This design comes from an exercise in tuning for small area, a short achievable clock period and few clock cycles per item on the open sky130 flow, not from production work. Only simulation tests tie the RTL to the original design; equivalence was not proved. Power figures rest on the tool's default switching activity, not on a simulated workload.

==> run a: inputs <==
// xcorr
module xcorr(input clk,
             input rst_n,
             input start_flag,
             input finish_left,
             input finish_right,
             input signed[17:0]mic_1,
             input signed[17:0]mic_2,
             output reg[5:0]sequence_num,
             output reg finished,
             output reg finished_temp1);
export LEC_CHECK = 0
export CAP_MARGIN = 20
export CORE_MARGIN = 2
export CORE_UTILIZATION = 50
export CTS_CLUSTER_SIZE = 30
export PLACE_DENSITY = 0.7
export SLEW_MARGIN = 20
export SYNTH_MEMORY_MAX_BITS = 16384
create_clock -name core_clock -period 12.0 [get_ports {clk}]
run.sh (not shown) runs the stock make flow with config.mk's settings and CLKGATE_MAP_FILE= SYNTH_SCRIPT=/design/flow/synth_recipe.tcl, a recipe that flattens the netlist after the stock synthesis.
==> inputs of run b, as changes to run a <==
--- a/flow/design.v
+++ b/flow/design.v
@@ -592,21 +592,36 @@
     end
     always @(posedge clk)begin
         p1_d <= mic_1;
         if (pop)
             p0_d <= p1_v ? p1_d : mic_1;
         else if (!p0_v)
             p0_d <= mic_1;
     end
+    reg sh_r;
+    reg rot_r;
+    reg [17:0] din_r;
+    always @(posedge clk or negedge rst_n)begin
+        if (!rst_n)begin
+            sh_r  <= 0;
+            rot_r <= 0;
+        end
+        else begin
+            sh_r  <= pop | rot;
+            rot_r <= rot;
+        end
+    end
+    always @(posedge clk)
+        din_r <= p0_d;
     xcorr_sdp_ram #(.N(N), .DW(18), .NT(NT)) ram_inst(
     .clk(clk),
-    .shift(pop | rot),
-    .rot(rot),
-    .din(p0_d),
+    .shift(sh_r),
+    .rot(rot_r),
+    .din(din_r),
     .taps(taps)
     );
 endmodule
 module xcorr(input clk,
              input rst_n,
              input start_flag,
              input finish_left,
              input finish_right,
@@ -699,39 +714,53 @@
             begin
                 fb <= 1'b1;
                 kn <= 0;
             end
             else if (ev)
                 kn <= kn+1'b1;
         end
     end
-    wire first_i = issuing & (k == 0);
-    wire last_i  = issuing & (k == N-1);
-    reg first_o, first_p, last_o, last_p, last_a, last_b;
+    reg [7:0] oh;
+    reg [AW-1:0] ki;
+    reg first_step;         
+    reg last_o, last_p, last_a, last_b;
+    wire last_i = (oh != 0) & (ki == N-1);
     always @(posedge clk or negedge rst_n) begin
         if (!rst_n)
         begin
-            first_o <= 0;
-            first_p <= 0;
-            last_o  <= 0;
-            last_p  <= 0;
-            last_a  <= 0;
-            last_b  <= 0;
+            oh         <= 0;
+            ki         <= 0;
+            first_step <= 0;
+            last_o     <= 0;
+            last_p     <= 0;
+            last_a     <= 0;
+            last_b     <= 0;
         end
         else
         begin
-            first_o <= first_i;
-            first_p <= first_o;
-            last_o  <= last_i;
-            last_p  <= last_o;
-            last_a  <= last_p;
-            last_b  <= last_a;
+            oh <= issuing ? (8'd1 << fc) : 8'd0;
+            ki <= k;
+            if (ev)
+                first_step <= (kn == 0);
+            else if (fc == 3'd7)
+                first_step <= 1'b0;
+            last_o <= last_i;
+            last_p <= last_o;
+            last_a <= last_p;
+            last_b <= last_a;
         end
     end
+    wire [MAXS:0] kge;
+    genvar g;
+    generate
+        for (g = 0; g <= MAXS; g = g+1) begin : kg
+            assign kge[g] = (ki >= g);
+        end
+    endgenerate
     wire [NM*AccW-1:0] head;    
     localparam LW = 22;               
     localparam HW = AccW-LW;
     genvar m;
     generate
         for (m = 0; m < NM; m = m+1) begin : mac
             reg [17:0] opa;
             reg [8:0] bone;
@@ -751,55 +780,48 @@
             reg [17:0] a_n;
             reg [17:0] b_n;
             integer c, l;
             always @(*) begin
                 a_n = 0;
                 b_n = 0;
                 for (c = 0; c < 8; c = c+1) begin
                     l = 8*c+m;
-                    if (fc == c) begin
-                        if (l <= MAXS) begin
-                            a_n = t2[17:0];
-                            b_n = (k >= l) ? t1[18*l +: 18] : 18'd0;
-                        end
-                        else if (l <= 2*MAXS) begin
-                            a_n = t1[17:0];
-                            b_n = (k >= l-MAXS) ? t2[18*(l-MAXS) +: 18] : 18'd0;
-                        end
+                    if (l <= MAXS) begin
+                        a_n = a_n | (t2[17:0] & {18{oh[c]}});
+                        b_n = b_n | (t1[18*l +: 18] & {18{oh[c] & kge[l]}});
+                    end
+                    else if (l <= 2*MAXS) begin
+                        a_n = a_n | (t1[17:0] & {18{oh[c]}});
+                        b_n = b_n | (t2[18*(l-MAXS) +: 18] & {18{oh[c] & kge[l-MAXS]}});
                     end
-                end
-                if (!issuing) begin
-                    a_n = 0;
-                    b_n = 0;
                 end
             end
             xcorr_benc enc(.b(b_n), .one(eone), .two(etwo), .neg(eneg));
             xcorr_bmul mul(.a(opa), .one(bone), .two(btwo), .neg(bneg), .s(ms), .c(mc));
-            wire [AccW-1:0] base = first_p ? {AccW{1'b0}} : acc[7];
-            wire [LW+1:0] lo = {2'b00, base[LW-1:0]} + {2'b00, ps[LW-1:0]} + {2'b00, pc[LW-1:0]};
+            wire [LW+1:0] lo = {2'b00, acc[7][LW-1:0]} + {2'b00, ps[LW-1:0]} + {2'b00, pc[LW-1:0]};
             wire [HW-1:0] hi = acc[0][AccW-1:LW] + {{(HW-36+LW){1'b0}}, hs}
                                + {{(HW-36+LW){1'b0}}, hc} + {{(HW-2){1'b0}}, cy}
                                - {{(HW-36+LW){1'b0}}, 1'b1, {(35-LW){1'b0}}};
             always @(posedge clk) begin
                 opa    <= a_n;
                 bone   <= eone;
                 btwo   <= etwo;
                 bneg   <= eneg;
                 ps     <= ms;
                 pc     <= mc;
                 hs     <= ps[35:LW];
                 hc     <= pc[35:LW];
                 cy     <= lo[LW+1:LW];
-                acc[0] <= {base[AccW-1:LW], lo[LW-1:0]};
+                acc[0] <= {acc[7][AccW-1:LW], lo[LW-1:0]};
                 acc[1] <= {hi, acc[0][LW-1:0]};
                 acc[2] <= acc[1];
                 acc[3] <= acc[2];
                 acc[4] <= acc[3];
-                acc[5] <= acc[4];
+                acc[5] <= acc[4] & {AccW{~first_step}};
                 acc[6] <= acc[5];
                 acc[7] <= acc[6];
             end
             assign head[m*AccW +: AccW] = acc[1];
         end
     endgenerate
     reg v1, v2, v3;
     reg signed [AccW-1:0] w1 [0:3];
==> flow/flow/run.sh (new file) <==
#!/bin/bash
# The standard ORFS layout, with repair_timing aiming for a larger setup
# slack than the default 0, so that paths well inside the clock period are
# still sped up. Constraints and clock period are the design's.
set -euo pipefail
bash standard.sh SETUP_SLACK_MARGIN=7.8 TNS_END_PERCENT=10 finish > standard.log 2>&1
==> flow/standard.sh (new file) <==
#!/bin/bash
# synth_recipe.tcl (not shown) runs the flow's synth.tcl, then flattens the netlist and writes it again
# the make line also repeats each setting of config.mk as NAME=value (left out here)
make -C /OpenROAD-flow-scripts/flow DESIGN_CONFIG=/design/flow/config.mk WORK_HOME=/design/flow/orfs CLKGATE_MAP_FILE= SYNTH_SCRIPT=/design/flow/synth_recipe.tcl "${@:-finish}"
- CORE_UTILIZATION: 50 -> 40
- CTS_CLUSTER_SIZE: 30 -> unset
- PLACE_DENSITY: 0.7 -> 0.6
removed: flow/run.sh
==> inputs of run c, as changes to run a <==
- CORE_UTILIZATION: 50 -> 40
- CTS_CLUSTER_SIZE: 30 -> unset
- PLACE_DENSITY: 0.7 -> 0.6
==> reports/qor.txt <==
status = timing/DRC/antenna clean
filler cell count = 69.36k
Slew @ Worst Pin = 1.363 ns
Sw Ratio = 23.67%
first drt pass iteration count = 10
number of global-route vias before repair = 218.3k
met3 usage = 4.676%
R2R cell count = 16
Power Combinational = 9.81 mW
die height = 970.5 µm
final core occ = 56.43%
area fraction of the dominant cell type after synthesis = 59.48%
count of different cell masters after synthesis = 98
That was run a.
==> reports/qor.txt <==
status = timing/DRC/antenna clean
area fraction of the dominant cell type after synthesis = 59.48%
die height = 1.085 mm
cell family with most CP delay = buffers and inverters
R2R cell count = 8
Slew @ Worst Pin = 1.334 ns
final core occ = 45.54%
Power Combinational = 9.62 mW
first drt pass iteration count = 8
count of different cell masters after synthesis = 98
Sw Ratio = 23.09%
That was run c.
==> reports/qor.txt <==
number of global-route vias before repair = 213.1k
filler cell count = 97.54k
count of different cell masters after synthesis = 84
gr busiest metal = met2
FF-to-FF End = mac[1].pc[19]
met3 usage = 3.544%
setup total negative slack = 0 ns
Slew @ Worst Pin = 1.312 ns
first drt pass iteration count = 8
placed cell area = 0.4839 mm²
area fraction of the dominant cell type after synthesis = 59.86%
Power Combinational = 4.21 mW
status = timing/DRC/antenna clean
CP bufs+invs = 3
final core occ = 45.76%
That was run b.
Testbench counts of run a, summed over its fixed seeds: cycles 65,984, items 32.
Testbench counts of run b, summed over its fixed seeds: cycles 66,016, items 32.
Testbench counts of run c, summed over its fixed seeds: cycles 65,984, items 32.

separate check: timing with driven ports:
How much do the figures lean on ideal ports? The routed layouts below were timed once more, with nothing changed but the port constraints.
Step 1 assumes that a clkbuf_16 drives the clock port and a buf_2 every other input.
Step 2 also shifts input and output timing later by t, the mid clock arrival at the registers, as if the neighbouring blocks saw the same clock.
Three values: ideal ports, drivers, drivers and shift; two values: the first two.
run	t (ns)	setup slack, ns	clock arrival spread, ns	worst register clock-pin slew, ns
run a	1.244	6.044 / 6.044 / 6.044	0.109 / 0.110	0.08 / 0.08
run b	1.370	7.784 / 7.654 / 7.784	0.128 / 0.127	0.07 / 0.07
run c	1.373	5.594 / 5.594 / 5.594	0.131 / 0.131	0.07 / 0.07
After both steps every run listed still meets setup and hold.
